This is an optimization exercise on Yosys and OpenROAD, whose aim is small area and a short achievable clock period, not a production implementation. In this exercise RTL edits were held to simulation tests only and were not proved equivalent to the original.

==> design/flow/design.v <==
module radd #(parameter W = 8, parameter K = 2) (input [W-1:0] a, input [W-1:0] b, input ci, output [W-1:0] s, output co);
  localparam N = (W + K - 1) / K;
  wire [N:0] c;
  assign c[0] = ci;
  genvar i;
  generate for (i = 0; i < N; i = i + 1) begin : g
    localparam L = (i == N-1) ? (W - K*(N-1)) : K;
    assign {c[i+1], s[i*K +: L]} = {1'b0, a[i*K +: L]} + {1'b0, b[i*K +: L]} + {{L{1'b0}}, c[i]};
  end endgenerate
  assign co = c[N];
endmodule
module cmpgt31(input [30:0] a, input [30:0] b, output gt);
  wire [31:0] aa = {1'b0, a}, bb = {1'b0, b};
  wire [3:0] g, e;
  genvar k;
  generate for (k = 0; k < 4; k = k + 1) begin : blk
    wire [7:0] x = aa[8*k+7:8*k], y = bb[8*k+7:8*k];
    wire [7:0] d; wire co;
    radd #(8) r(.a(x), .b(~y), .ci(1'b0), .s(d), .co(co));    
    assign g[k] = co;
    assign e[k] = (x == y);
  end endgenerate
  assign gt = g[3] | (e[3] & (g[2] | (e[2] & (g[1] | (e[1] & g[0])))));
endmodule
module csel3 (input [24:0] a, input [24:0] b, input ci, output [24:0] s);
  wire c8, c16;
  wire [7:0] s1a, s1b; wire c1a, c1b;
  wire [8:0] s2a, s2b; wire c2a, c2b;
  radd #(8) lo(.a(a[7:0]), .b(b[7:0]), .ci(ci), .s(s[7:0]), .co(c8));
  radd #(8) m0(.a(a[15:8]), .b(b[15:8]), .ci(1'b0), .s(s1a), .co(c1a));
  radd #(8) m1(.a(a[15:8]), .b(b[15:8]), .ci(1'b1), .s(s1b), .co(c1b));
  radd #(9) h0(.a(a[24:16]), .b(b[24:16]), .ci(1'b0), .s(s2a), .co(c2a));
  radd #(9) h1(.a(a[24:16]), .b(b[24:16]), .ci(1'b1), .s(s2b), .co(c2b));
  assign s[15:8] = c8 ? s1b : s1a;
  assign c16 = c8 ? c1b : c1a;
  assign s[24:16] = c16 ? s2b : s2a;
endmodule
module csel2 #(parameter L = 13, parameter H = 12) (input [L+H-1:0] a, input [L+H-1:0] b, input ci, output [L+H-1:0] s);
  wire cl; wire [H-1:0] s0, s1; wire c0, c1;
  radd #(L) lo(.a(a[L-1:0]), .b(b[L-1:0]), .ci(ci), .s(s[L-1:0]), .co(cl));
  radd #(H) h0(.a(a[L+H-1:L]), .b(b[L+H-1:L]), .ci(1'b0), .s(s0), .co(c0));
  radd #(H) h1(.a(a[L+H-1:L]), .b(b[L+H-1:L]), .ci(1'b1), .s(s1), .co(c1));
  assign s[L+H-1:L] = cl ? s1 : s0;
endmodule
module fadd (
    input  wire [31:0] a,
    input  wire [31:0] b,
    input  wire        sub,
    output wire [31:0] r
);
  wire        sa = a[31];
  wire        sb = b[31] ^ sub;
  wire [30:0] dummy0;
  wire        gt;
  radd #(31) cmp(.a(a[30:0]), .b(~b[30:0]), .ci(1'b0), .s(dummy0), .co(gt));
  wire [30:0] big = gt ? a[30:0] : b[30:0];
  wire [22:0] smm = gt ? b[22:0] : a[22:0];
  wire [30:23] sml;
  wire [7:0]  se = gt ? b[30:23] : a[30:23];
  wire [7:0]  d; wire dco1;
  radd #(8) ed0(.a(big[30:23]), .b(~se), .ci(1'b1), .s(d), .co(dco1));
  wire [23:0] al  = (|d[7:5]) ? 24'd0 : ({1'b1, smm} >> d[4:0]);
  wire        es  = sa ^ sb;
  wire [24:0] s; wire sco;
  csel2 #(13,12) ad(.a({2'b01, big[22:0]}), .b({1'b0, al} ^ {25{es}}), .ci(es), .s(s));
  wire        z16 = ~|s[24:9];
  wire [24:0] n1  = z16 ? {s[8:0], 16'd0} : s;
  wire        z8  = ~|n1[24:17];
  wire [24:0] n2  = z8 ? {n1[16:0], 8'd0} : n1;
  wire        z4  = ~|n2[24:21];
  wire [24:0] n3  = z4 ? {n2[20:0], 4'd0} : n2;
  wire        z2  = ~|n3[24:23];
  wire [24:0] n4  = z2 ? {n3[22:0], 2'd0} : n3;
  wire        z1  = ~n4[24];
  wire [24:0] n5  = z1 ? {n4[23:0], 1'd0} : n4;
  wire [4:0]  z   = {z16, z8, z4, z2, z1};
  wire [9:0]  ed; wire edco;
  radd #(10) ed1(.a({2'b00, big[30:23]}), .b(~{5'd0, z}), .ci(1'b1), .s(ed), .co(edco));
  wire [9:0]  ee = ed + 10'd1;
  wire [30:0] mag = ee[9] ? 31'd0 : {ee[7:0], n5[23:1]};
  wire zero = ~|s;
  wire sign = sa ^ (~gt & es);
  assign r = zero ? 32'd0 : {sign, mag};
endmodule
module fadd_a (
    input  wire [31:0] a,
    input  wire [31:0] b,
    input  wire        sub,
    output wire [33:0] m
);
  wire        sa = a[31];
  wire        sb = b[31] ^ sub;
  wire [30:0] dummy0;
  wire        gt;
  radd #(31) cmp(.a(a[30:0]), .b(~b[30:0]), .ci(1'b0), .s(dummy0), .co(gt));
  wire [30:0] big = gt ? a[30:0] : b[30:0];
  wire [22:0] smm = gt ? b[22:0] : a[22:0];
  wire [7:0]  se = gt ? b[30:23] : a[30:23];
  wire [7:0]  d; wire dco1;
  radd #(8) ed0(.a(big[30:23]), .b(~se), .ci(1'b1), .s(d), .co(dco1));
  wire [23:0] al = (|d[7:5]) ? 24'd0 : ({1'b1, smm} >> d[4:0]);
  wire        es = sa ^ sb;
  wire [24:0] s; wire sco;
  radd #(25) ad(.a({2'b01, big[22:0]}), .b({1'b0, al} ^ {25{es}}), .ci(es), .s(s), .co(sco));
  assign m = {sa ^ (~gt & es), big[30:23], s};
endmodule
module fadd_b (
    input  wire [33:0] m,
    output wire [31:0] r
);
  wire [24:0] s = m[24:0];
  wire [7:0]  eb = m[32:25];
  wire        z16 = ~|s[24:9];
  wire [24:0] n1  = z16 ? {s[8:0], 16'd0} : s;
  wire        z8  = ~|n1[24:17];
  wire [24:0] n2  = z8 ? {n1[16:0], 8'd0} : n1;
  wire        z4  = ~|n2[24:21];
  wire [24:0] n3  = z4 ? {n2[20:0], 4'd0} : n2;
  wire        z2  = ~|n3[24:23];
  wire [24:0] n4  = z2 ? {n3[22:0], 2'd0} : n3;
  wire        z1  = ~n4[24];
  wire [24:0] n5  = z1 ? {n4[23:0], 1'd0} : n4;
  wire [4:0]  z   = {z16, z8, z4, z2, z1};
  wire [9:0]  ed; wire edco;
  radd #(10) ed1(.a({2'b00, eb}), .b(~{5'd0, z}), .ci(1'b1), .s(ed), .co(edco));
  wire [9:0]  ee = ed + 10'd1;
  wire [30:0] mag = ee[9] ? 31'd0 : {ee[7:0], n5[23:1]};
  assign r = (~|s) ? 32'd0 : {m[33], mag};
endmodule
module fmul (
    input  wire [31:0] a,
    input  wire [31:0] b,
    output wire [31:0] r
);
  wire [13:0] ma = {1'b1, a[22:10]};
  wire [13:0] mb = {1'b1, b[22:10]};
  wire [27:0] p;
  wire [13:0] sum [0:13];
  wire [13:0] car [0:13];
  genvar i, j;
  generate
    for (j = 0; j < 14; j = j + 1) begin : r0
      assign sum[0][j] = ma[j] & mb[0];
      assign car[0][j] = 1'b0;
    end
    for (i = 1; i < 14; i = i + 1) begin : rows
      for (j = 0; j < 14; j = j + 1) begin : cols
        wire x = ma[j] & mb[i];
        wire y = (j == 13) ? 1'b0 : sum[i-1][j+1];
        wire z = car[i-1][j];
        assign sum[i][j] = x ^ y ^ z;
        assign car[i][j] = (x & y) | (x & z) | (y & z);
      end
    end
    for (i = 0; i < 14; i = i + 1) begin : lo
      assign p[i] = sum[i][0];
    end
  endgenerate
  wire [14:0] c;
  assign c[0] = 1'b0;
  generate
    for (j = 0; j < 13; j = j + 1) begin : fin
      wire y = sum[13][j+1];
      wire z = car[13][j];
      assign p[14+j] = y ^ z ^ c[j];
      assign c[j+1] = (y & z) | (y & c[j]) | (z & c[j]);
    end
  endgenerate
  assign p[27] = car[13][13] ^ c[13];
  wire [8:0]  es = {1'b0, a[30:23]} + {1'b0, b[30:23]};
  wire [7:0]  e  = p[27] ? (es[7:0] - 8'd126) : (es[7:0] - 8'd127);
  assign r = {a[31] ^ b[31], e, p[27] ? p[26:4] : p[25:3]};
endmodule
module FFT_R4_16p (
    input wire clk, reset,
    input wire in_valid,
    input wire signed [31:0] in_data_real,
    input wire signed [31:0] in_data_im,
    output wire out_valid,
    output wire signed [31:0] bf2_output_0_real, bf2_output_1_real, bf2_output_2_real, bf2_output_3_real,
    output wire signed [31:0] bf2_output_0_im, bf2_output_1_im, bf2_output_2_im, bf2_output_3_im
);
  reg  [3:0]  cnt;                  
  reg  [63:0] t0d, t1d, t2d, t3d;   
  reg  [3:0]  t0n, t1n, t2n;        
  reg         t0v, t1v, t2v;
  reg  [1:0]  hc;                   
  reg  [3:0]  sel;                  
  reg  [1:0]  sn1;                  
  wire [1:0] hn = hc + 2'd1;
  wire ns0 = in_valid & (cnt[1:0] == hn);
  wire ns1 = t0v & (t0n[1:0] == hn);
  wire ns2 = t1v & (t1n[1:0] == hn);
  wire ns3 = t2v & (t2n[1:0] == hn);
  always @(posedge clk or posedge reset) begin
    if (reset) begin
      cnt <= 4'd0;
      t0v <= 1'b0; t1v <= 1'b0; t2v <= 1'b0;
      hc  <= 2'd0;
      sel <= 4'd0;
    end else begin
      if (in_valid) cnt <= cnt + 4'd1;
      t0v <= in_valid;
      t1v <= t0v; t2v <= t1v;
      hc  <= hn;
      sel <= {ns3, ns2, ns1, ns0};
    end
  end
  always @(posedge clk) begin
    t0d <= {in_data_real, in_data_im};
    t0n <= cnt;
    t1d <= t0d; t1n <= t0n;
    t2d <= t1d; t2n <= t1n;
    t3d <= t2d;
    sn1 <= ns0 ? cnt[3:2] : ns1 ? t0n[3:2] : ns2 ? t1n[3:2] : t2n[3:2];
  end
  wire        sv = |sel;
  wire [63:0] sx = ({64{sel[0]}} & t0d) | ({64{sel[1]}} & t1d) |
                   ({64{sel[2]}} & t2d) | ({64{sel[3]}} & t3d);
  reg [67:0] m0_0, m0_1, m0_2, m0_3;
  reg [63:0] r1_0, r1_1, r1_2, r1_3;
  reg [63:0] r2_0, r2_1, r2_2, r2_3;
  reg [63:0] r3_0, r3_1, r3_2, r3_3;    
  reg [63:0] y2_0, y2_1, y2_2, y2_3;    
  reg [63:0] y3_0, y3_1, y3_2, y3_3;    
  wire [31:0] xr = sx[63:32], xi = sx[31:0];
  wire first = (sn1 == 2'd1);
  wire [63:0] a0 = r3_0;
  wire [63:0] a1 = first ? r3_0 : r3_1;
  wire [63:0] a2 = first ? r3_0 : r3_2;
  wire [63:0] a3 = first ? r3_0 : r3_3;
  wire [33:0] u0r, u0i, u1r, u1i, u2r, u2i, u3r, u3i;
  fadd_a f1_0r(.a(a0[63:32]), .b(xr), .sub(1'b0), .m(u0r));
  fadd_a f1_0i(.a(a0[31:0]),  .b(xi), .sub(1'b0), .m(u0i));
  fadd_a f1_1r(.a(a1[63:32]), .b(sn1[0] ? xi : xr), .sub(sn1 != 2'd1), .m(u1r));
  fadd_a f1_1i(.a(a1[31:0]),  .b(sn1[0] ? xr : xi), .sub(sn1 != 2'd3), .m(u1i));
  fadd_a f1_2r(.a(a2[63:32]), .b(xr), .sub(sn1[0]), .m(u2r));
  fadd_a f1_2i(.a(a2[31:0]),  .b(xi), .sub(sn1[0]), .m(u2i));
  fadd_a f1_3r(.a(a3[63:32]), .b(sn1[0] ? xi : xr), .sub(sn1 != 2'd3), .m(u3r));
  fadd_a f1_3i(.a(a3[31:0]),  .b(sn1[0] ? xr : xi), .sub(sn1 != 2'd1), .m(u3i));
  wire upd  = sv & (sn1 != 2'd0);
  wire init = sv & (sn1 == 2'd0);
  wire last = sv & (sn1 == 2'd3);
  reg  last_d;
  wire [63:0] p0 = init ? sx : r3_0;
  wire [31:0] w0r, w0i, w1r, w1i, w2r, w2i, w3r, w3i;
  fadd_b g0r(.m(m0_0[67:34]), .r(w0r));
  fadd_b g0i(.m(m0_0[33:0]),  .r(w0i));
  fadd_b g1r(.m(m0_1[67:34]), .r(w1r));
  fadd_b g1i(.m(m0_1[33:0]),  .r(w1i));
  fadd_b g2r(.m(m0_2[67:34]), .r(w2r));
  fadd_b g2i(.m(m0_2[33:0]),  .r(w2i));
  fadd_b g3r(.m(m0_3[67:34]), .r(w3r));
  fadd_b g3i(.m(m0_3[33:0]),  .r(w3i));
  always @(posedge clk) begin
    m0_0 <= upd ? {u0r, u0i} : {p0[63:55], 2'b01, p0[54:32], p0[31:23], 2'b01, p0[22:0]};
    m0_1 <= upd ? {u1r, u1i} : {r3_1[63:55], 2'b01, r3_1[54:32], r3_1[31:23], 2'b01, r3_1[22:0]};
    m0_2 <= upd ? {u2r, u2i} : {r3_2[63:55], 2'b01, r3_2[54:32], r3_2[31:23], 2'b01, r3_2[22:0]};
    m0_3 <= upd ? {u3r, u3i} : {r3_3[63:55], 2'b01, r3_3[54:32], r3_3[31:23], 2'b01, r3_3[22:0]};
    r1_0 <= {w0r, w0i}; r1_1 <= {w1r, w1i}; r1_2 <= {w2r, w2i}; r1_3 <= {w3r, w3i};
    r2_0 <= r1_0; r2_1 <= r1_1; r2_2 <= r1_2; r2_3 <= r1_3;
    r3_0 <= r2_0; r3_1 <= r2_1; r3_2 <= r2_2; r3_3 <= r2_3;
    last_d <= last;
    y2_0 <= y2_3; y3_0 <= y3_3;
    y2_1 <= last_d ? {w2r, w2i} : y2_0;
    y3_1 <= last_d ? {w3r, w3i} : y3_0;
    y2_2 <= y2_1; y3_2 <= y3_1;
    y2_3 <= y2_2; y3_3 <= y3_2;
  end
  reg        dact;        
  reg [3:0]  dc;          
  wire done = last & (hc == 2'd3);    
  always @(posedge clk or posedge reset) begin
    if (reset) begin
      dact <= 1'b0;
      dc   <= 4'd0;
    end else begin
      if (done) begin
        dact <= 1'b1;
        dc   <= 4'd0;
      end else if (dact) begin
        dc <= dc + 4'd1;
        if (dc == 4'd15) dact <= 1'b0;
      end
    end
  end
  reg [63:0] yv;
  always @(*) begin
    case (dc[3:2])
      2'd0: yv = r3_0;
      2'd1: yv = r3_1;
      2'd2: yv = y2_3;
      default: yv = y3_3;
    endcase
  end
  reg [31:0] c_lmm, c_lpm;
  always @(*) begin
    case (dc)
      4'd5:  begin c_lmm = 32'h3fa73eab; c_lpm = 32'h3f0a8c16; end  
      4'd6,
      4'd9:  begin c_lmm = 32'h3fb50481; c_lpm = 32'h00000000; end  
      4'd7,
      4'd13: begin c_lmm = 32'h3fa73eab; c_lpm = 32'hbf0a8c16; end  
      4'd10: begin c_lmm = 32'h3f800000; c_lpm = 32'hbf800000; end  
      4'd11,
      4'd14: begin c_lmm = 32'h00000000; c_lpm = 32'hbfb50481; end  
      4'd15: begin c_lmm = 32'hbfa73eab; c_lpm = 32'hbf0a8c16; end  
      default: begin c_lmm = 32'h3f800000; c_lpm = 32'h3f800000; end  
    endcase
  end
  wire [31:0] w_diff, w_m1, w_m2;
  fadd tw_d (.a(yv[63:32]), .b(yv[31:0]), .sub(1'b1), .r(w_diff));    
  fmul tw_m1(.a(c_lmm), .b(yv[31:0]),  .r(w_m1));                     
  fmul tw_m2(.a(c_lpm), .b(yv[63:32]), .r(w_m2));                     
  reg [31:0] p_diff, p_m1, p_m2;
  reg [3:0]  p_dc;
  reg        p_v;
  reg [1:0]  p_q;
  always @(posedge clk or posedge reset) begin
    if (reset) p_v <= 1'b0;
    else       p_v <= dact;
  end
  always @(posedge clk) begin
    p_diff <= w_diff; p_m1 <= w_m1; p_m2 <= w_m2; p_dc <= dc; p_q <= dc[1:0];
  end
  wire [31:0] w_m3, w_zr, w_zi;
  reg [31:0] p_l;
  always @(*) begin
    case (p_dc)
      4'd5, 4'd15:  p_l = {p_dc[3], 31'h3f6c84b6};    
      4'd6, 4'd9:   p_l = 32'h3f350481;               
      4'd7, 4'd13:  p_l = 32'h3ec3f141;               
      4'd10:        p_l = 32'h00000000;               
      4'd11, 4'd14: p_l = 32'hbf350481;               
      default:      p_l = 32'h3f800000;               
    endcase
  end
  fmul tw_m3(.a(p_l), .b(p_diff), .r(w_m3));                           
  reg [31:0] q_m1, q_m2, q_m3;
  reg        q_v;
  reg [1:0]  q_q;
  always @(posedge clk or posedge reset) begin
    if (reset) q_v <= 1'b0;
    else       q_v <= p_v;
  end
  always @(posedge clk) begin
    q_m1 <= p_m1; q_m2 <= p_m2; q_m3 <= w_m3; q_q <= p_q;
  end
  fadd tw_r (.a(q_m1), .b(q_m3), .sub(1'b0), .r(w_zr));
  fadd tw_i (.a(q_m2), .b(q_m3), .sub(1'b1), .r(w_zi));
  reg [31:0] zr, zi;
  reg        z_v;
  reg [1:0]  z_q;
  always @(posedge clk or posedge reset) begin
    if (reset) z_v <= 1'b0;
    else       z_v <= q_v;
  end
  always @(posedge clk) begin
    zr <= w_zr; zi <= w_zi; z_q <= q_q;
  end
  reg [63:0] o0, o1, o2, o3;
  reg        ov;
  wire [31:0] v0r, v0i, v1r, v1i, v2r, v2i, v3r, v3i;
  fadd f2_0r(.a(o0[63:32]), .b(zr), .sub(1'b0), .r(v0r));
  fadd f2_0i(.a(o0[31:0]),  .b(zi), .sub(1'b0), .r(v0i));
  fadd f2_1r(.a(o1[63:32]), .b(z_q[0] ? zi : zr), .sub(z_q != 2'd1), .r(v1r));
  fadd f2_1i(.a(o1[31:0]),  .b(z_q[0] ? zr : zi), .sub(z_q != 2'd3), .r(v1i));
  fadd f2_2r(.a(o2[63:32]), .b(zr), .sub(z_q[0]), .r(v2r));
  fadd f2_2i(.a(o2[31:0]),  .b(zi), .sub(z_q[0]), .r(v2i));
  fadd f2_3r(.a(o3[63:32]), .b(z_q[0] ? zi : zr), .sub(z_q != 2'd3), .r(v3r));
  fadd f2_3i(.a(o3[31:0]),  .b(z_q[0] ? zr : zi), .sub(z_q != 2'd1), .r(v3i));
  wire sini = (z_q == 2'd0);
  always @(posedge clk) begin
    o0 <= sini ? {zr, zi} : {v0r, v0i};
    o1 <= sini ? {zr, zi} : {v1r, v1i};
    o2 <= sini ? {zr, zi} : {v2r, v2i};
    o3 <= sini ? {zr, zi} : {v3r, v3i};
  end
  always @(posedge clk or posedge reset) begin
    if (reset) ov <= 1'b0;
    else       ov <= z_v & (z_q == 2'd3);
  end
  assign out_valid = ov;
  assign bf2_output_0_real = o0[63:32];
  assign bf2_output_0_im   = o0[31:0];
  assign bf2_output_1_real = o1[63:32];
  assign bf2_output_1_im   = o1[31:0];
  assign bf2_output_2_real = o2[63:32];
  assign bf2_output_2_im   = o2[31:0];
  assign bf2_output_3_real = o3[63:32];
  assign bf2_output_3_im   = o3[31:0];
endmodule
==> design/flow/flow/run.sh <==
#!/bin/bash
# Own layout flow: the standard flow (standard.sh, with the standard
# synthesis unchanged), with two changes to how the layout is made:
#  - the port buffers are buf_4 cells instead of the resizer's default pick;
#  - timing repair (floorplan, CTS, global route) works to a setup slack
#    margin, so that it speeds up the slowest paths although the 100 ns
#    clock is met anyway. The SDC (clock period, I/O delays) is the standard flow's.
# Each tool's full output goes to a log file in this folder.
set -euo pipefail
export BUFFER_PORTS_ARGS="-buffer_cell sky130_fd_sc_hd__buf_4"
export SETUP_SLACK_MARGIN=78.4
bash standard.sh synth > synth.log 2>&1
bash standard.sh > layout.log 2>&1
==> design/flow/standard.sh <==
#!/bin/bash
# synth_recipe.tcl (not shown) runs the flow's synth.tcl, then flattens the netlist and writes it again
# the make line also repeats each setting of config.mk as NAME=value (left out here)
make -C /OpenROAD-flow-scripts/flow DESIGN_CONFIG=/design/flow/config.mk WORK_HOME=/design/flow/orfs CLKGATE_MAP_FILE= SYNTH_SCRIPT=/design/flow/synth_recipe.tcl "${@:-finish}"
==> design/flow/config.mk <==
export PLATFORM = sky130hd
export DESIGN_NAME = FFT_R4_16p
export DESIGN_NICKNAME = FFT_R4_16p
export VERILOG_FILES = /design/flow/design.v
export SDC_FILE = /design/flow/constraint.sdc
export NUM_CORES = 8
export LEC_CHECK = 0
export ABC_AREA = 1
export CAP_MARGIN = 50
export CORE_MARGIN = 2
export CORE_UTILIZATION = 40
export CTS_CLUSTER_DIAMETER = 60
export CTS_CLUSTER_SIZE = 30
export PLACE_DENSITY = 0.45
export SLEW_MARGIN = 20
==> design/flow/constraint.sdc <==
create_clock -name core_clock -period 100.0 [get_ports {clk}]
set_input_delay 20.0000 -clock core_clock [delete_from_list [all_inputs] [get_ports {clk}]]
set_output_delay 20.0000 -clock core_clock [all_outputs]
set_load 0.01 [all_outputs]
==> impl_metrics.yaml, run 1 <==
routing:
  vias: 158000
  ant_nets: 0
  wire_per_inst_um: 23.9
  drtIter0Drc: 13700
  drt_drc_violations_left: 0
  drtPass1Iterations: 7
  viasPerCell: 5.32
  drt-total-wl_mm: 709
clock_network:
  path_clk_slew_ns: 0.10
  htree_levels: 4
  cts_tree: "done"
  cts-root-buf: "clkbuf_16"
  cts_num_sinks: 2355
  cts-hold-fix-buffers: 0
  clk_latency_ns: 1.04
  cts_buffer_depth: 4
  cts_buffers: 229
global_routing:
  met2_usage_pct: 53.5
  use_met1_pct: 41.6
  grt_pass1_vias: 148000
  grt-ovfl-total: 0
  grt_usage_pct: 32.2
  top_usage_layer: "met2"
  antenna_found_initial: 21
  grt_max_degree: 97
  grt_pass1_wl_mm: 1020
  globalRouteMet3Util_pct: 3.05
place:
  pre_cts_ws_ns: 76.97
  place_hpwl_mm: 576
  io_buffers: 323
  gp_congestion: 0.989
timing:
  final.setup.tns_ns: 0
  fin_ws_ns: 78.43
  worst_slew_pin_slew_ns: 0.827
  hold_viol: 0
  drv_slew: 0
  setup_viol: 0
  clock_skew_ns: 0.134
  rsz0062_at_grt: "yes"
  post-route-period-util_pct: 21.6
  clock.fmax_mhz: 46.4
  min_period_ns: 21.57
  relSlewSlack_pct: 44.3
critical_path:
  worstSetupPathType: "register to output port"
  worstPathArrival_ns: 1.57
  crit_buf_inv: 1
  cp_slowest_cell: "dfrtp_1"
  worstSetupEndpointType: "output port"
  worst-path-max-fanout: 1
  start_kind: "register"
  crit_family: "flip-flops"
  cp_slowest_stage_delay_ns: 0.38
  required_ns: 80.00
  path_cells: "buf_6"
  reg2reg_setup_slack_ns: 79.65
outcome:
  outcome: "no timing/DRC/antenna violations"
final_layout:
  num-nets-final: 26000
  area_delta_synth_final_pct: 12.5
  fillers: 44000
  drive_gt1_share_pct: 8.54
die:
  die_w_um: 651
  dieArea_mm2: 0.424
  num_rows: 237
  core_area_mm2: 0.417
  pin_count: 324
  die_h_um: 651
  initial_core_util_pct: 40.2
synth:
  synthesis.nets: 25900
  synth.area.top_cells: "dfxtp_1, nand2_1, o21ai_0, fa_1, ha_1"
  synth-seq-cells: 2355
  synth-seq-area-share_pct: 28.2
  synth_edf_count: 0
  syn_inst: 23900
  async_reset_ff_share_pct: 0.934
  yosysTopAreaCell: "dfxtp_1"
  ys.flop_type: "dfxtp_1"
  syn_avg_cell_area_um2: 7.01
  synth_top_area_share_pct: 27.9
  synth_warnings: 2
  netlist_area_mm2: 0.168
  synth_cell_type_count: 81
hold_path:
  hold_class: "register to register"
flow_run:
  drv_cap: 0
## cells in the mapped netlist, types with 25 or more instances
| library cell | count |
|---|---|
| a22o_1 | 122 |
| ha_1 | 1129 |
| fa_1 | 811 |
| nor4_1 | 93 |
| nor2_1 | 1831 |
| o21a_1 | 49 |
| inv_2 | 68 |
| nor3_1 | 118 |
| nand2_1 | 6483 |
| o221ai_1 | 105 |
| mux2i_1 | 188 |
| buf_1 | 121 |
| nand4_1 | 65 |
| o21bai_1 | 112 |
| inv_1 | 2868 |
| xnor2_1 | 68 |
| o31ai_1 | 32 |
| nand3_1 | 268 |
| o211ai_1 | 275 |
| o21ai_0 | 3636 |
| o22ai_1 | 25 |
| a31oi_1 | 338 |
| a21oi_1 | 560 |
| clkinv_1 | 59 |
| dfxtp_1 | 2333 |
| a21o_1 | 27 |
| clkbuf_1 | 961 |
| o21ai_1 | 108 |
| xor2_1 | 624 |
| buf_2 | 72 |
| or2_2 | 79 |
## kinds of logic after synthesis
logic type,share of synthesized area (%)
buffers and inverters,9.38
AND/OR/NAND/NOR,21.2
other,0.00224
flip-flops,28.2
adder cells (fa/ha/maj),18.1
multiplexers,1.29
AO/OA/AOI/OAI,18.2
XOR/XNOR,3.65
## registers in the layout (all words and copies together) (netlist names), 68 cells and up
signal,count
m0_1,68
m0_0,68
m0_3,68
m0_2,68
## worst reg2reg max path: cells and delay by family, from the launching register on
| family | cells | cell delay, ns |
|---|---|---|
| adder cells (fa/ha/maj) | 30 | 10.56 |
| AND/OR/NAND/NOR | 64 | 4.93 |
| buffers and inverters | 10 | 2.16 |
| AO/OA/AOI/OAI | 12 | 2.11 |
| flip-flops | 1 | 0.34 |
| XOR/XNOR | 1 | 0.17 |
## path summary, 6_finish.rpt
path / from / to / cells past startpoint
max in group asynchronous: reset / dc[2]$_DFFE_PP0P_ / 3
worst min register to register: y3_2[4]$_DFF_P_ / y3_3[4]$_DFF_P_ / 0
worst max register to register: sn1[0]$_DFF_P_ / m0_2[23]$_SDFF_PN1_ / 117
worst min-delay path: y3_2[4]$_DFF_P_ / y3_3[4]$_DFF_P_ / 0
min in group asynchronous: reset / cnt[3]$_DFFE_PP0P_ / 2
worst max-delay path: ov$_DFF_PP0_ / out_valid / 1
## stage by stage
stage               cell area (µm²)  utilization (%)  instances  hold slack [ns]
detailed placement           177000             42.4      29100            0.312
CTS                          187000             44.8      29500            0.188
global placement             175000             42.0      28900            0.310
finish                       189000             45.2      29700            0.209
floorplan                    168000                -      23900            0.310
global route                 189000             45.2      29700            0.200
## cells in the final DEF (no fill, tap or decap), drive strengths merged, types with 189 or more instances in the layout
cell type,n
nand3,272
o21ai,3749
dfxtp,2333
xor2,625
nand2,6493
o211ai,276
clkbuf,241
ha,1129
inv,3011
nor2,1852
buf,957
mux2i,189
a21oi,566
fa,811
a31oi,338
## cell type report
cell class	instances	area (µm²)	share of cell area, %
tap	5497	6880	3.65
clock buffer	237	5800	3.08
timing repair buffer	962	7920	4.20
clock inverter	192	3220	1.71
multi-input combinational	17400	105000	55.9
sequential	2355	47900	25.4
timing repair inverter	21	138	0.0730
inverter	2995	11400	6.05
antenna	16	40.0	0.0212
## timing repair
item                                    in CTS  in global routing
pin swaps                                    1                 30
gates cloned                                 5                 26
hold endpoints to repair                     0                  0
resized for setup                          397                203
endpoints found under the setup margin     438                352
setup buffers                               25                105
## layer usage
layer	vias to the layer above	share of wire, %
met5	-	0.0062
li1	77100	-
met1	74400	43
met4	6	6.1
met3	1196	5.1
met2	5018	46
==> run 2, diff against run 1 <==
==> design/flow/flow/run.sh (replaced) <==
#!/bin/bash
# Own layout flow: the standard flow (standard.sh) with these changes to
# how the layout is made:
#  - synthesis is ORFS's, run through synth_recipe.tcl as standard (so
#    -nofsm -noshare, flattening and renaming as standard), with one change:
#    ABC maps the combinational logic with flow/abc_area.script (area-
#    oriented amap) instead of ORFS's abc_area.script. Registers are mapped
#    before ABC, as in the standard synthesis, so they keep their names,
#    count and cell types;
#  - the port buffers are buf_4 cells instead of the resizer's default pick;
#  - timing repair (floorplan, CTS, global route) works to a setup slack
#    margin, so that it speeds up the slowest paths although the 100 ns
#    clock is met anyway. The SDC (clock period, I/O delays) is the standard flow's.
# Each tool's full output goes to a log file in this folder.
set -euo pipefail
HERE=$(pwd)
rm -rf "$HERE/scripts_abc"
cp -r "$FLOW_HOME/scripts" "$HERE/scripts_abc"
cp "$HERE/flow/abc_area.script" "$HERE/scripts_abc/abc_area.script"
SCRIPTS_DIR="$HERE/scripts_abc" bash standard.sh synth > synth.log 2>&1
export BUFFER_PORTS_ARGS="-buffer_cell sky130_fd_sc_hd__buf_4"
export SETUP_SLACK_MARGIN=78.4
bash standard.sh > layout.log 2>&1
==> design/flow/flow/abc_area.script (new file) <==
&get -n
&st
&syn3
&dch -f
&put
amap
strash
dch -f
amap
topo
stime -c
buffer -c
upsize -c
dnsize -c
==> run 2 against run 1 <==
Worst hold slack improved by 0.034 ns. Still clean. Register-to-register slack got worse by 0.33 ns. Sequential cell count did not move. Worst setup slack got worse by 0.029 ns. Clock-buffer cell count rose by 3. Routed wire length fell by 4.5%. Via count fell by 7.6%. Sequential share of layout area rose by 1.2 points. Highest routed layer unchanged.
==> impl_metrics.yaml, run 2 <==
outcome:
  outcome: "no timing/DRC/antenna violations"
synth:
  syn_avg_cell_area_um2: 8.19
  synthesis.nets: 20600
  netlist_area_mm2: 0.153
  synth_cell_type_count: 85
  synth-seq-area-share_pct: 31.0
  syn_inst: 18600
  synth_warnings: 2
  yosysTopAreaCell: "dfxtp_1"
  yosysMostFrequentCell: "o22ai_1"
  synth_edf_count: 0
  synth_top_area_share_pct: 30.6
  synth.area.top_cells: "dfxtp_1, o22ai_1, fa_1, ha_1, nor2_1"
  synth_common_cells: "o22ai_1, dfxtp_1, nor2_1"
  ys.flop_type: "dfxtp_1"
  synth-seq-cells: 2355
  async_reset_ff_share_pct: 0.934
hold_path:
  hold_path_depth: 0
  hold_start: "r1_2[16]$_DFF_P_"
  min_to: "r2_2[16]$_DFF_P_"
  hold_class: "register to register"
timing:
  drv_slew: 0
  worst_slew_pin_slew_ns: 1.08
  hold_viol: 0
  setup_viol: 0
  min_period_ns: 21.60
  post-route-period-util_pct: 21.6
  hold_ws_ns: 0.243
  clock_skew_ns: 0.101
  clock.fmax_mhz: 46.3
  rsz0062_at_grt: "yes"
  final.setup.tns_ns: 0
  fin_ws_ns: 78.40
  relSlewSlack_pct: 27.3
critical_path:
  reg2reg_to: "m0_1[23]$_SDFF_PN1_"
  worstPathArrival_ns: 1.60
  worstSetupEndpointType: "output port"
  path_cells: "buf_4"
  worst-path-max-fanout: 4
  worstSetupPathType: "register to output port"
  r2r_cells: 107
  cp_slowest_cell: "dfxtp_1"
  required_ns: 80.00
  crit_family: "flip-flops"
  r2r-start: "sel[0]$_DFF_PP0_"
  cp_slowest_stage_delay_ns: 0.51
  reg2reg_setup_slack_ns: 79.32
  crit_buf_inv: 1
  start_kind: "register"
global_routing:
  grt-ovfl-total: 0
  grt_max_degree: 210
  grt_pass1_wl_mm: 948
  grt_pass1_vias: 136000
  antenna_found_initial: 31
  grt_usage_pct: 32.8
final_layout:
  layout_commonest_cell: "o22ai_1"
  num-nets-final: 21100
  post-route-util_pct: 47.6
  post-route-cell-area_mm2: 0.180
  area_delta_synth_final_pct: 18.3
  drive_gt1_share_pct: 15.6
  final_cell_mix: "o22ai_1, dfxtp_1, nor2_1"
die:
  die_w_um: 622
  initial_core_util_pct: 40.2
  die_h_um: 622
  core_area_mm2: 0.379
  dieArea_mm2: 0.386
  pin_count: 324
  num_rows: 226
clock_network:
  cts_num_sinks: 2355
  path_clk_slew_ns: 0.09
  cts_buffers: 230
  cts_buffer_depth: 4
  cts-root-buf: "clkbuf_16"
  clk_latency_ns: 0.99
  cts_tree: "done"
  cts-hold-fix-buffers: 0
  htree_levels: 4
place:
  gp_congestion: 0.978
  io_buffers: 323
  place_area_mm2: 0.162
  place_hpwl_mm: 524
  pre_cts_ws_ns: 75.65
routing:
  drtIter0Drc: 14400
  wire_per_inst_um: 27.8
  drtPass1Iterations: 10
  drt-total-wl_mm: 677
  viasPerCell: 5.99
  ant_nets: 0
  vias: 146000
  drt_drc_violations_left: 0
flow_run:
  drv_cap: 0
run 2: layout make-up:
cell class / count / area [µm²]
Antenna cell: 9 / 22.5
Clock buffer: 240 / 5860
Clock inverter: 195 / 3320
Fill cell: 37600 / 199000
Inverter: 1768 / 7060
Multi-Input combinational cell: 13400 / 97900
Sequential cell: 2355 / 47900
Tap cell: 5016 / 6280
Timing Repair Buffer: 1322 / 12000
Timing Repair inverter: 21 / 134
run 2: logic make-up (layout without fill, tap and decap cells):
group	Yosys count	count (layout)	share of synthesized area [%]
adders and majority gates	1940	1940	19.9
buffers and inverters	2902	3546	7.20
and+or+nand+nor	4593	4605	13.2
DFF	2355	2355	31.0
AOI/OAI and AO/OA	6830	6831	28.7
other	1	10	0.00246
xor gates and xnor gates	5	5	0.0287
run 2: layer usage:
metal / track usage [%] / up-vias / wire [µm]
li1: - / 68500 / -
met1: 41.9 / 70000 / 281000
met2: 53.5 / 5811 / 307000
met3: 4.71 / 1359 / 43800
met4: 18.0 / 10 / 44400
met5: 0 / - / 69
run 2: how the worst max path moves through the flow:
| stage | from | endpoint | slack (ns) | cells after the start |
|---|---|---|---|---|
| after floorplan | z_q[0]$_DFF_P_ | o1[59]$_DFF_P_ | 78.35 | 130 |
| after global placement | z_q[0]$_DFF_P_ | o3[59]$_DFF_P_ | 75.75 | 120 |
| after detailed placement | z_q[0]$_DFF_P_ | o3[59]$_DFF_P_ | 75.65 | 123 |
| after CTS | z_q[0]$_DFF_P_ | o1[33]$_DFF_P_ | 78.28 | 125 |
| after global routing | zr[1]$_SDFF_PP0_ | o0[32]$_DFF_P_ | 78.17 | 132 |
| final | o3[33]$_DFF_P_ | bf2_output_3_real[1] | 78.40 | 1 |
run 2: timing repair:
action	in CTS	in global routing
endpoints found under the setup margin	591	369
setup buffers	99	294
gates resized for setup	605	764
pin swaps	26	236
hold endpoints to repair	0	0
gates cloned	22	67
run 2: through the flow:
stage | std cells
after floorplan | 18600
after global placement | 23200
after detailed placement | 23400
after CTS | 23900
after global routing | 24300
final | 24300
==> run 3, diff against run 2 <==
--- a/design/flow/design.v
+++ b/design/flow/design.v
@@ -62,7 +62,7 @@
   wire [23:0] al  = (|d[7:5]) ? 24'd0 : ({1'b1, smm} >> d[4:0]);
   wire        es  = sa ^ sb;
   wire [24:0] s; wire sco;
-  csel2 #(13,12) ad(.a({2'b01, big[22:0]}), .b({1'b0, al} ^ {25{es}}), .ci(es), .s(s));
+  csel3 ad(.a({2'b01, big[22:0]}), .b({1'b0, al} ^ {25{es}}), .ci(es), .s(s));
   wire        z16 = ~|s[24:9];
   wire [24:0] n1  = z16 ? {s[8:0], 16'd0} : s;
   wire        z8  = ~|n1[24:17];
==> run 3 against run 2 <==
Still clean. First-iteration DRC count shrank 5.0%. Synthesized cell count grew 2.7%.
==> impl_metrics.yaml, run 3 <==
flow_run:
  drv_cap: 0
final_layout:
  final_cells: 24800
  num-nets-final: 21500
  drive_gt1_share_pct: 13.6
  final_cell_mix: "o22ai_1, nor2_1, dfxtp_1"
  fillers: 38900
  area_delta_synth_final_pct: 15.8
  layout_commonest_cell: "o22ai_1"
  post-route-util_pct: 46.6
hold_path:
  hold_start: "r2_2[15]$_DFF_P_"
  hold_path_depth: 0
  hold_class: "register to register"
  min_to: "r3_2[15]$_DFF_P_"
critical_path:
  worstSetupPathType: "register to output port"
  r2r_cells: 109
  path_depth: 1
  path_cells: "buf_4"
  r2r-start: "sel[0]$_DFF_PP0_"
  worstPathArrival_ns: 1.57
  reg2reg_setup_slack_ns: 79.42
  worst-path-max-fanout: 4
  crit_buf_inv: 1
  required_ns: 80.00
  start_kind: "register"
  cp_slowest_cell: "dfxtp_2"
  cp_slowest_stage_delay_ns: 0.48
  reg2reg_to: "m0_1[58]$_SDFF_PN0_"
  crit_family: "flip-flops"
  worstSetupEndpointType: "output port"
global_routing:
  grt_usage_pct: 33.0
  grt_max_degree: 91
  antenna_found_initial: 25
  grt_pass1_wl_mm: 959
  grt_pass1_vias: 137000
  grt-ovfl-total: 0
routing:
  ant_nets: 0
  drtIter0Drc: 13600
  viasPerCell: 5.95
  drt-total-wl_mm: 686
  wire_per_inst_um: 27.7
  drtPass1Iterations: 9
  drt_drc_violations_left: 0
  vias: 148000
synth:
  yosysMostFrequentCell: "o22ai_1"
  synthesis.nets: 21200
  syn_avg_cell_area_um2: 8.12
  synth_common_cells: "o22ai_1, dfxtp_1, nor2_1"
  synth-seq-area-share_pct: 30.4
  synth.area.top_cells: "dfxtp_1, o22ai_1, ha_1, fa_1, nor2_1"
  netlist_area_mm2: 0.155
  synth-seq-cells: 2355
  yosysTopAreaCell: "dfxtp_1"
  syn_inst: 19100
  synth_cell_type_count: 86
  synth_edf_count: 0
  synth_warnings: 2
  synth_top_area_share_pct: 30.1
  ys.flop_type: "dfxtp_1"
  async_reset_ff_share_pct: 0.934
die:
  die_w_um: 627
  pin_count: 324
  dieArea_mm2: 0.394
  initial_core_util_pct: 40.2
  core_area_mm2: 0.386
  num_rows: 228
  die_h_um: 627
clock_network:
  clk_latency_ns: 1.06
  cts-hold-fix-buffers: 0
  path_clk_slew_ns: 0.09
  cts_buffers: 214
  cts-root-buf: "clkbuf_16"
  htree_levels: 4
  cts_buffer_depth: 4
  cts_num_sinks: 2355
  cts_tree: "done"
timing:
  rsz0062_at_grt: "yes"
  post-route-period-util_pct: 21.6
  drv_slew: 0
  final.setup.tns_ns: 0
  min_period_ns: 21.57
  relSlewSlack_pct: 41.2
  setup_viol: 0
  clock_skew_ns: 0.168
  worst_slew_pin_slew_ns: 0.882
  clock.fmax_mhz: 46.4
  hold_viol: 0
place:
  io_buffers: 323
  dp_cells: 24000
  gp_congestion: 1.00
  place_hpwl_mm: 542
outcome:
  outcome: "no timing/DRC/antenna violations"
[run 3: changes by cell type after synthesis, sizes merged, moves of 33 or more]
cell,before,now
a221oi,165,200
fa,811,778
ha,1129,1270
o22ai,2684,2878
o21ai,1364,1325
nor2,2035,2210
a222oi,86,16
a21oi,958,1024
nand2,1315,1264
inv,1698,1765
[run 3: timing repair]
action / in CTS / in global routing
pin swaps: 10 / 98
buffers inserted: 31 / 252
setup endpoints to repair: 540 / 369
resized for setup: 465 / 585
gates cloned: 6 / 57
[run 3: worst max-delay path by stage]
stage | startpoint | end | slack [ns]
2_1_floorplan | in_valid | sn1[1]$_DFF_P_ | 79.25
3_3_place_gp | q_m3[1]$_DFF_P_ | zr[0]$_SDFF_PP0_ | 75.02
3_5_place_dp | z_q[0]$_DFF_P_ | o1[7]$_DFF_P_ | 76.34
4_1_cts | o1[5]$_DFF_P_ | bf2_output_1_im[5] | 78.40
5_1_grt | q_m3[1]$_DFF_P_ | zi[0]$_SDFF_PP0_ | 78.28
6_report | o1[39]$_DFF_P_ | bf2_output_1_real[7] | 78.43
[run 3: cell families after synthesis]
family	count (synthesis)	synth area share, %
simple gates	4759	13.5
buf+inv	2975	7.24
xor+xnor	6	0.0338
compound gates	6989	28.6
flops	2355	30.4
fa+ha+maj	2048	20.2
other cells	1	0.00241
[run 3: stage by stage]
stage	setup slack, ns	hold WS (ns)	cell area, µm²
CTS	78.40	0.242	175000
detailed placement	76.34	0.312	165000
finish	78.43	0.262	180000
global placement	75.02	0.310	164000
global route	78.28	0.254	180000
floorplan	79.25	0.310	155000
[run 3: layout make-up]
cell class              count  area [µm²]  share of cell area [%]
clock inverters           178        2890                    1.60
clock buffers             224        5440                    3.02
diodes                     10        25.0                  0.0139
inverters                1824        7230                    4.02
repair buffers           1201       10800                    5.99
flip-flops and latches   2355       47800                    26.5
well taps                5175        6470                    3.60
multi-input cells       13800       99300                    55.2
repair inverters            9        67.6                  0.0375
[run 3: metal layers]
layer	routed length, µm	part of all wire (%)	up-vias	track usage [%]
met4	52000	7.6	30	20.7
met2	312000	46	5597	53.9
met5	227	0.033	-	0
met3	42400	6.2	1473	4.61
met1	279000	41	70500	41.0
li1	-	-	70000	-
[run 3: worst reg2reg max path, delay by kind of cell (launching register included)]
family | cells | cell delay [ns]
flip-flops | 1 | 0.42
adder cells (fa/ha/maj) | 30 | 10.19
buffers and inverters | 10 | 1.56
AND/OR/NAND/NOR | 52 | 5.36
AO/OA/AOI/OAI | 17 | 2.96
==> run 4, diff against run 3 <==
--- a/design/flow/design.v
+++ b/design/flow/design.v
@@ -52,7 +52,7 @@
   wire        sb = b[31] ^ sub;
   wire [30:0] dummy0;
   wire        gt;
-  radd #(31) cmp(.a(a[30:0]), .b(~b[30:0]), .ci(1'b0), .s(dummy0), .co(gt));
+  cmpgt31 cmp(.a(a[30:0]), .b(b[30:0]), .gt(gt));
   wire [30:0] big = gt ? a[30:0] : b[30:0];
   wire [22:0] smm = gt ? b[22:0] : a[22:0];
   wire [30:23] sml;
@@ -92,7 +92,7 @@
   wire        sb = b[31] ^ sub;
   wire [30:0] dummy0;
   wire        gt;
-  radd #(31) cmp(.a(a[30:0]), .b(~b[30:0]), .ci(1'b0), .s(dummy0), .co(gt));
+  cmpgt31 cmp(.a(a[30:0]), .b(b[30:0]), .gt(gt));
   wire [30:0] big = gt ? a[30:0] : b[30:0];
   wire [22:0] smm = gt ? b[22:0] : a[22:0];
   wire [7:0]  se = gt ? b[30:23] : a[30:23];
@@ -101,7 +101,7 @@
   wire [23:0] al = (|d[7:5]) ? 24'd0 : ({1'b1, smm} >> d[4:0]);
   wire        es = sa ^ sb;
   wire [24:0] s; wire sco;
-  radd #(25) ad(.a({2'b01, big[22:0]}), .b({1'b0, al} ^ {25{es}}), .ci(es), .s(s), .co(sco));
+  csel2 #(13,12) ad(.a({2'b01, big[22:0]}), .b({1'b0, al} ^ {25{es}}), .ci(es), .s(s));
   assign m = {sa ^ (~gt & es), big[30:23], s};
 endmodule
 module fadd_b (
--- a/design/flow/flow/run.sh
+++ b/design/flow/flow/run.sh
@@ -19,5 +19,5 @@
 cp "$HERE/flow/abc_area.script" "$HERE/scripts_abc/abc_area.script"
 SCRIPTS_DIR="$HERE/scripts_abc" bash standard.sh synth > synth.log 2>&1
 export BUFFER_PORTS_ARGS="-buffer_cell sky130_fd_sc_hd__buf_4"
-export SETUP_SLACK_MARGIN=78.4
+export SETUP_SLACK_MARGIN=78.3
 bash standard.sh > layout.log 2>&1
==> run 4 against run 3 <==
Cell count increased by 0.25%. Synthesized cell count is 1.3% higher. Register-to-register slack got worse by 0.10 ns. First-iteration DRC count increased by 14%. Critical endpoint is now bf2_output_0_im[0]. Critical path type unchanged. Clock-buffer cell count increased by 9.
==> impl_metrics.yaml, run 4 <==
outcome:
  outcome: "no timing/DRC/antenna violations"
final_layout:
  area_delta_synth_final_pct: 12.3
  post-route-util_pct: 45.2
  num-nets-final: 21700
  layout_commonest_cell: "o22ai_1"
  drive_gt1_share_pct: 10.3
  final_cell_mix: "o22ai_1, dfxtp_1, nor2_1"
synth:
  syn_avg_cell_area_um2: 8.14
  synth_common_cells: "o22ai_1, dfxtp_1, nor2_1"
  async_reset_ff_share_pct: 0.934
  synth_edf_count: 0
  synth-seq-area-share_pct: 29.9
  ys.flop_type: "dfxtp_1"
  synth-seq-cells: 2355
  netlist_area_mm2: 0.158
  synthesis.nets: 21600
  synth_warnings: 2
  synth_cell_type_count: 91
  syn_inst: 19400
  synth.area.top_cells: "dfxtp_1, ha_1, o22ai_1, fa_1, nor2_1"
  yosysMostFrequentCell: "o22ai_1"
  yosysTopAreaCell: "dfxtp_1"
  synth_top_area_share_pct: 29.6
critical_path:
  worst-path-max-fanout: 4
  worstPathArrival_ns: 1.68
  required_ns: 80.00
  path_cells: "buf_4"
  cp_slowest_cell: "dfxtp_1"
  worstSetupEndpointType: "output port"
  crit_family: "flip-flops"
  crit_buf_inv: 1
  worstSetupPathType: "register to output port"
  start_kind: "register"
  cp_slowest_stage_delay_ns: 0.55
routing:
  vias: 149000
  drt_drc_violations_left: 0
  ant_nets: 0
  drtIter0Drc: 15500
  drt-total-wl_mm: 680
  drtPass1Iterations: 9
  viasPerCell: 6.01
  wire_per_inst_um: 27.4
timing:
  worst_slew_pin_slew_ns: 0.962
  setup_viol: 0
  hold_viol: 0
  clock.fmax_mhz: 46.1
  clock_skew_ns: 0.179
  drv_slew: 0
  min_period_ns: 21.68
  relSlewSlack_pct: 35.9
  final.setup.tns_ns: 0
  post-route-period-util_pct: 21.7
  rsz0062_at_grt: "yes"
global_routing:
  grt-ovfl-total: 0
  grt_pass1_wl_mm: 976
  antenna_found_initial: 45
  grt_pass1_vias: 139000
  grt_usage_pct: 32.8
  grt_max_degree: 111
place:
  gp_congestion: 0.987
  io_buffers: 323
  place_hpwl_mm: 551
clock_network:
  cts_buffer_depth: 4
  cts_buffers: 228
  path_clk_slew_ns: 0.08
  htree_levels: 4
  cts-root-buf: "clkbuf_16"
  clk_latency_ns: 1.05
  cts_tree: "done"
  cts_num_sinks: 2355
  cts-hold-fix-buffers: 0
die:
  initial_core_util_pct: 40.2
  num_rows: 230
  dieArea_mm2: 0.400
  die_h_um: 632
  pin_count: 324
  die_w_um: 632
  core_area_mm2: 0.393
hold_path:
  hold_class: "register to register"
flow_run:
  drv_cap: 0
==> run 4: cell count changes after synthesis, sizes merged, moves of 45 or more <==
cell    delta
a21oi    +107
o22ai    -112
nand2    +232
nor2b    -353
nor2     -282
o221ai    -45
a222oi    +47
inv      +114
ha       +173
==> run 4: final cells by class <==
class,count,area [µm²]
clock inverter,198,3400
multi-input combinational,13900,99400
timing repair buffer,945,7450
sequential,2355,47400
inverter,1931,7270
antenna,18,45.0
tap,5220,6530
fill,39700,215000
clock buffer,233,5780
==> run 4: layer usage <==
layer | routed length [µm] | GRT usage, %
met1 | 297000 | 44.5
met2 | 298000 | 51.6
met3 | 45800 | 4.15
met4 | 39100 | 15.9
met5 | 111 | 0
==> run 4: worst paths after layout <==
check | start | end | slack (ns) | cells past startpoint
max | o0[0]$_DFF_P_ | bf2_output_0_im[0] | 78.32 | 1
min | y2_2[28]$_DFF_P_ | y2_3[28]$_DFF_P_ | 0.20 | 0
max reg2reg | z_q[0]$_DFF_P_ | o3[18]$_DFF_P_ | 79.32 | 84
min reg2reg | y2_2[28]$_DFF_P_ | y2_3[28]$_DFF_P_ | 0.20 | 0
max in group asynchronous | reset | q_v$_DFF_PP0_ | 80.49 | 3
min in group asynchronous | reset | sel[2]$_DFF_PP0_ | 18.99 | 2
==> run 4: what timing repair did <==
| item | in CTS | in global routing |
|---|---|---|
| resized for setup | 129 | 44 |
| setup endpoints to repair | 125 | 263 |
| pin swaps | 0 | 3 |
| endpoints found under the hold margin | 0 | 0 |
| setup buffers | 0 | 19 |
==> run 4: kinds of logic (layout without fill, tap and decap cells) <==
logic type	count (synthesis)	in the layout	synth area share [%]
AO/OA/AOI/OAI	7270	7270	29.5
XOR/XNOR	12	12	0.0666
adder cells (fa/ha/maj)	2181	2181	20.8
buffers and inverters	3093	3307	7.45
flip-flops	2355	2355	29.9
other	1	19	0.00238
AND/OR/NAND/NOR	4479	4479	12.2
==> run 4: metrics by stage <==
step                area (µm²)  hold WS [ns]  std cells  setup slack [ns]
global placement        166000         0.310      24200             76.17
detailed placement      168000         0.312      24400             78.57
floorplan               158000         0.310      19400             79.00
global route            177000         0.202      24800             78.27
CTS                     177000         0.194      24800             78.25
finish                  177000         0.202      24800             78.32
==> run 5, diff against run 4 <==
--- a/design/flow/flow/run.sh
+++ b/design/flow/flow/run.sh
@@ -19,5 +19,5 @@
 cp "$HERE/flow/abc_area.script" "$HERE/scripts_abc/abc_area.script"
 SCRIPTS_DIR="$HERE/scripts_abc" bash standard.sh synth > synth.log 2>&1
 export BUFFER_PORTS_ARGS="-buffer_cell sky130_fd_sc_hd__buf_4"
-export SETUP_SLACK_MARGIN=78.3
+export SETUP_SLACK_MARGIN=78.4
 bash standard.sh > layout.log 2>&1
==> run 5 against run 4 <==
Sequential share of layout area grew 0.13 points. First-iteration DRC count grew 0.35%. Fmax barely moved. Via count is essentially flat. Worst setup slack improved by 0.012 ns. Global-route usage barely moved. Die area unchanged. Routed wire length barely moved. Clock skew about the same. Sequential cell count unchanged. Critical path depth unchanged. Area after synthesis unchanged. Critical path type unchanged. Critical endpoint is now out_valid. Largest cell class unchanged. Highest routed layer unchanged.
==> impl_metrics.yaml, run 5 <==
outcome:
  outcome: "no timing/DRC/antenna violations"
clock_network:
  cts_buffers: 228
  htree_levels: 4
  clk_latency_ns: 1.05
  path_clk_slew_ns: 0.09
  cts-root-buf: "clkbuf_16"
  cts_num_sinks: 2355
  cts-hold-fix-buffers: 0
  cts_buffer_depth: 4
  cts_tree: "done"
die:
  num_rows: 230
  die_h_um: 632
  pin_count: 324
  die_w_um: 632
  core_area_mm2: 0.393
  dieArea_mm2: 0.400
  initial_core_util_pct: 40.2
critical_path:
  cp_slowest_stage_delay_ns: 0.50
  required_ns: 80.00
  worstPathArrival_ns: 1.67
  worstSetupEndpointType: "output port"
  start_kind: "register"
  path_cells: "buf_6"
  worstSetupPathType: "register to output port"
  crit_buf_inv: 1
  worst-path-max-fanout: 1
  crit_family: "flip-flops"
  cp_slowest_cell: "dfrtp_2"
final_layout:
  fillers: 39700
  area_delta_synth_final_pct: 12.6
  drive_gt1_share_pct: 10.9
  layout_commonest_cell: "o22ai_1"
  num-nets-final: 21700
  final_cell_mix: "o22ai_1, dfxtp_1, nor2_1"
  post-route-util_pct: 45.3
  final_cells: 24900
timing:
  hold_viol: 0
  post-route-period-util_pct: 21.7
  setup_viol: 0
  hold_ws_ns: 0.204
  clock_skew_ns: 0.179
  worst_slew_pin_slew_ns: 0.970
  final.setup.tns_ns: 0
  relSlewSlack_pct: 35.3
  min_period_ns: 21.67
  clock.fmax_mhz: 46.2
  rsz0062_at_grt: "yes"
  drv_slew: 0
synth:
  syn_inst: 19400
  netlist_area_mm2: 0.158
  yosysMostFrequentCell: "o22ai_1"
  yosysTopAreaCell: "dfxtp_1"
  synth_warnings: 2
  async_reset_ff_share_pct: 0.934
  synth.area.top_cells: "dfxtp_1, ha_1, o22ai_1, fa_1, nor2_1"
  synth_common_cells: "o22ai_1, dfxtp_1, nor2_1"
  synthesis.nets: 21600
  synth_top_area_share_pct: 29.6
  ys.flop_type: "dfxtp_1"
  synth_edf_count: 0
  synth-seq-area-share_pct: 29.9
  synth_cell_type_count: 91
  syn_avg_cell_area_um2: 8.14
  synth-seq-cells: 2355
routing:
  wire_per_inst_um: 27.4
  vias: 149000
  drtIter0Drc: 15600
  drtPass1Iterations: 10
  viasPerCell: 6.00
  drt-total-wl_mm: 680
  ant_nets: 0
  drt_drc_violations_left: 0
flow_run:
  drv_cap: 0
hold_path:
  hold_class: "register to register"
place:
  io_buffers: 323
  gp_congestion: 0.987
  dp_cells: 24400
  place_hpwl_mm: 551
global_routing:
  grt_pass1_vias: 139000
  antenna_found_initial: 46
  grt_usage_pct: 32.8
  grt-ovfl-total: 0
  grt_pass1_wl_mm: 977
  grt_max_degree: 111
[run 5: cell counts after synthesis]
No cell type changed its count.
[run 5: what timing repair did]
action / in CTS / in global routing
setup endpoints to repair: 234 / 280
pin swaps: 0 / 3
buffers inserted: 11 / 20
gates resized for setup: 323 / 47
hold endpoints to repair: 0 / 0
[run 5: worst reg2reg max path: cells and delay by family (launching register included)]
family / cells / cell delay [ns]
fa+ha+maj: 20 / 5.84
compound gates: 24 / 5.42
simple gates: 21 / 4.73
buf+inv: 19 / 4.01
flops: 1 / 0.37
[run 5: cell families (layout without fill, tap and decap cells)]
logic type | Yosys count | count (layout) | share of synthesized area [%]
AO/OA/AOI/OAI | 7270 | 7270 | 29.5
XOR/XNOR | 12 | 12 | 0.0666
adder cells (fa/ha/maj) | 2181 | 2181 | 20.8
buffers and inverters | 3093 | 3319 | 7.45
flip-flops | 2355 | 2355 | 29.9
other | 1 | 21 | 0.00238
AND/OR/NAND/NOR | 4479 | 4479 | 12.2
[run 5: per-stage QoR]
step	setup slack (ns)	instance area (µm²)
after detailed placement	78.57	168000
after CTS	78.25	177000
final	78.33	178000
after global placement	76.17	166000
after floorplan	79.00	158000
after global routing	78.31	178000
[run 5: routing by layer]
metal	up-vias	GRT usage [%]	wire length (µm)
li1	71000	-	-
met1	71000	44.5	297000
met2	5959	51.5	297000
met3	1271	4.16	45200
met4	25	16.2	40000
met5	-	0	203
[run 5: final cells by class]
class	count	area, µm²	share of cell area [%]
multi-input combinational	13900	99400	55.9
clock buffer	233	5780	3.25
sequential	2355	47800	26.9
inverter	1931	7270	4.09
tap	5220	6530	3.67
timing repair buffer	957	7530	4.24
clock inverter	198	3400	1.91
antenna	20	50.0	0.0282
[run 5: worst paths after layout]
kind | from | to | slack (ns) | depth (start not counted)
worst max-delay path | ov$_DFF_PP0_ | out_valid | 78.33 | 1
worst min-delay path | y2_2[28]$_DFF_P_ | y2_3[28]$_DFF_P_ | 0.20 | 0
worst max register to register | z_q[0]$_DFF_P_ | o3[18]$_DFF_P_ | 79.53 | 84
worst min register to register | y2_2[28]$_DFF_P_ | y2_3[28]$_DFF_P_ | 0.20 | 0
max in group asynchronous | reset | q_v$_DFF_PP0_ | 80.48 | 3
min in group asynchronous | reset | sel[2]$_DFF_PP0_ | 18.99 | 2

separate check: timing with driven ports:
The flow's constraints put no driver on any port. The routed layouts listed below were extracted and timed again, unchanged, in two steps.
Step 1 (the two cells are an assumption about what drives the block):
set clk [get_ports {clk}]
set_driving_cell -lib_cell sky130_fd_sc_hd__clkbuf_16 $clk
set_driving_cell -lib_cell sky130_fd_sc_hd__buf_2 [delete_from_list [all_inputs] $clk]
Step 2 times the ports against the registers' clock, not the clock port: input delays grow and output delays shrink by t, the midpoint of the rising clock arrivals with the driver on.
a / b / c = no drivers / after step 1 / after step 2; a / b = the first two.
run | t, ns | setup slack, ns | hold slack, ns | worst slew at a driven data input, ns | pins driven straight from the clock port
run 1 | 1.088 | 78.431 / 78.312 / 78.730 | 0.209 / 0.209 / 0.209 | 0.14 | 1
run 2 | 1.051 | 78.402 / 78.293 / 78.542 | 0.243 / 0.243 / 0.243 | 0.17 | 1
run 3 | 1.099 | 78.425 / 78.298 / 78.450 | 0.262 / 0.262 / 0.262 | 0.19 | 1
run 4 | 1.083 | 78.320 / 78.201 / 78.774 | 0.202 / 0.202 / 0.202 | 0.16 | 1
run 5 | 1.077 | 78.332 / 78.216 / 78.780 | 0.204 / 0.204 / 0.204 | 0.16 | 1
After both steps every run listed still meets setup and hold.
